Background: an optimization exercise with open tools, aiming at a short achievable clock period and few clock cycles. Do not read the settings as production practice. Only simulation tests tie the RTL to the original design; equivalence was not proved. Power and IR drop assume default switching activity.

main:
Design armv4core, start of the top module:
module armv4core (
    input clk,
    input rst_n,
    input en,
    input           i_irq,
    input [31:0]    i_irq_r0,
    output          o_rom_en,
    output [31:0]   o_rom_addr,
    input [31:0]    i_rom_data,
    output          o_ram_en,
    output          o_ram_wr,
    output [1:0]    o_ram_size,
    output [31:0]   o_ram_addr,
    input [31:0]    i_ram_rdata,
    output [31:0]   o_ram_wdata
);
==> flow/config.mk <==
export PLATFORM = sky130hd
export DESIGN_NAME = armv4core
export DESIGN_NICKNAME = armv4core
export VERILOG_FILES = /design/flow/design.v
export SDC_FILE = /design/flow/constraint.sdc
export NUM_CORES = 8
export LEC_CHECK = 0
export CAP_MARGIN = 50
export CORE_MARGIN = 2
export CORE_UTILIZATION = 30
export GPL_TIMING_DRIVEN = 1
export SLEW_MARGIN = 50
export SYNTH_HIERARCHICAL = 1
export TNS_END_PERCENT = 100
==> flow/constraint.sdc <==
create_clock -name core_clock -period 12.5 [get_ports {clk}]
set_input_delay 2.5000 -clock core_clock [delete_from_list [all_inputs] [get_ports {clk}]]
set_output_delay 2.5000 -clock core_clock [all_outputs]
set_load 0.01 [all_outputs]
standard.sh (not shown) runs the stock make flow with config.mk's settings and CLKGATE_MAP_FILE= SYNTH_SCRIPT=/design/flow/synth_recipe.tcl, a recipe that flattens the netlist after the stock synthesis.
==> flow/flow/run.sh <==
#!/bin/bash
set -uo pipefail
MARGIN=$(cat flow/margin.txt 2>/dev/null || echo 8)
bash standard.sh SETUP_SLACK_MARGIN=$MARGIN "BUFFER_PORTS_ARGS=-buffer_cell sky130_fd_sc_hd__buf_4" finish > standard.log 2>&1
st=$?
cp -f orfs/logs/*/armv4core/base/*.log . 2>/dev/null || true
exit $st
==> flow/flow/margin.txt <==
8
Testbench counts of main, summed over its fixed seeds: cycles 179,045.
The inputs of the feature branch differ from those of main as listed below.
--- a/flow/design.v
+++ b/flow/design.v
@@ -311,21 +311,20 @@
     wire efa = e_we & (rd_e == ra_idx) & (ra_idx != 4'd15);
     wire efb = e_we & (rd_e == rb_idx) & (rb_idx != 4'd15);
     wire efc = e_we & (rd_e == rc_sel) & (rc_sel != 4'd15);
     wire wfa = w_we & (w_rd == ra_idx) & (ra_idx != 4'd15);
     wire wfb = w_we & (w_rd == rb_idx) & (rb_idx != 4'd15);
     wire wfc = w_we & (w_rd == rc_sel) & (rc_sel != 4'd15);
     wire [31:0] ra_p = efa ? e_data : wfa ? w_data : rfa;
     wire [31:0] rb_p = efb ? e_data : wfb ? w_data : rfb;
     wire qfc = eq_v & (eq_idx == rc_sel) & (rc_sel != 4'd15);
     wire [31:0] rc_p = efc ? e_data : wfc ? w_data : qfc ? eq_data : rfc;
-    wire [31:0] rs_src = (efc & e_early_q) ? early_val_e : wfc ? w_data : qfc ? eq_data : rfc;
     wire [31:0] rd_p = rc_p;
     wire [31:0] ra_x = rfa;
     wire [31:0] rb_x = rfb;
     wire e_late_wr = e_late_q | e_earlyc_q;
     wire ra_early_x = ra_early & ~((r_ldr | r_hw) & r_store & ins_r[24]);
     wire r_lcmp = ~r_irq & (r_dp_i | (r_dp_rs & r_lsl0)) & ((ins_r[24:21] == 4'b1010) | (ins_r[24:21] == 4'b1011));
     wire e_ld_sx = sign_e & ~k_blk;      
     wire r_lcmp_ok = r_lcmp & ~e_ld_sx;
     wire hz_a = ra_use & (ra_idx != 4'd15) & ((eld_any & (eld_rd == ra_idx) & ~r_lcmp_ok) |
                 (ra_early_x & e_late_wr & (rd_e == ra_idx)) | (ra_early_x & w_v & (w_rd == ra_idx))) |
@@ -973,26 +972,26 @@
                 ram_en_q <= 1'b0;
             end
             addr_e <= (~e_busy & ~dfr_e) ? addr_sum :
                       dfr_e ? alu_res :
                       blk_acc ? (u_e ? addr_e + 32'd4 : addr_e - 32'd4) : addr_e;
             if (v_r & ~adv & ~e_busy & ~hazard & r_needpre & ~r_pre) begin
                 r_pre <= 1'b1;
                 off_q <= {sh_rrx ? nzcv[1] : sh_res[31], sh_res[30:0]} ^ {32{~ins_r[23]}};
             end
             if (v_r & r_dp_rr & ~r_pre & ~e_busy & ~hazard) begin
-                rs_amt_q <= rs_src[7:0];
-                sh_amt <= rs_src[4:0];
-                sh_zero <= (rs_src[7:0] == 8'd0);
-                sh_big <= (rs_src[7:5] != 3'd0);
-                sh_eq32 <= (rs_src[7:0] == 8'd32);
-                sh_k <= (ins_r[6:5] == 2'd0) ? (5'd0 - rs_src[4:0]) : rs_src[4:0];
+                rs_amt_q <= rc_p[7:0];
+                sh_amt <= rc_p[4:0];
+                sh_zero <= (rc_p[7:0] == 8'd0);
+                sh_big <= (rc_p[7:5] != 3'd0);
+                sh_eq32 <= (rc_p[7:0] == 8'd32);
+                sh_k <= (ins_r[6:5] == 2'd0) ? (5'd0 - rc_p[4:0]) : rc_p[4:0];
             end
             if (redir_e | (adv & v_r & redir_r)) begin
                 pc_f <= redir_e ? tgt_re : tgt_rr;
                 v_d <= 1'b0;
                 hold_v <= 1'b0;
                 rom_en_q <= 1'b1;
             end else begin
                 if (rom_en_q) pc_f <= bp_next ? bp_tgt : pc_f4;
                 hold_v <= hold_v ? ~adv : (v_d & ~adv & rom_en_q);
                 v_d <= rom_en_q | (v_d & ~(adv & ~hold_v));
--- outcome ---
The flow did not stop early for the feature branch: all stages ran, and the layout cleared the timing, DRC and antenna checks.
Compared with main, in the feature branch total wire length moved down; worst hold slack moved up; number of rows created at floorplan moved up.
STATUS register-to-register slack: the feature branch wins against main
The feature branch ends up with lower first-pass GRT wire length than main does.
Between main and the feature branch, part of the total power dissipated in sequential elements is higher for the feature branch, main comes in under that.
Total power, the feature branch vs main: down by a few percent
Side by side, internal power contribution turned out lower in the feature branch than in main.
Summary of the feature branch over main: relative contribution of combinational cells to total power down 1.6 points, final clock period utilization by the worst path down 2.5 points, number of cells in the design after placement flat.
Summary of the comparison: power share of the clock group is higher in the feature branch, relative to main.
The met2 track demand over resource in global routing number comes out lower for the feature branch vs main.
In the metrics for main and the feature branch, the one carrying the lower number of buffer and inverter stages on the critical path is main.
Testbench counts of the feature branch, summed over its fixed seeds: cycles 179,045.

-- static timing again, ports no longer ideal --
The flow's constraints put no driver on any port. The routed layouts listed below were extracted and timed again, unchanged, in two steps.
Step 1 assumes that a clkbuf_16 drives the clock port and a buf_2 every other input.
Step 2, shift: input delay + t, output delay - t, t = (earliest + latest rising clock arrival at the registers) / 2. This alone moves slack from input paths to output paths.
Slacks: ideal ports / drivers / drivers and shift; pairs: ideal ports / drivers.
run | t (ns) | setup WS [ns] | hold WS [ns]
main | 1.183 | 7.392 / 7.392 / 6.261 | 0.465 / 0.465 / 0.465
the feature branch | 1.145 | 7.699 / 7.567 / 6.423 | 0.475 / 0.475 / 0.475
After both steps setup and hold are still met in every run listed. The setup slack of the feature branch, which loses most, moves by -0.132 ns with the drivers and by -1.276 ns with both steps.
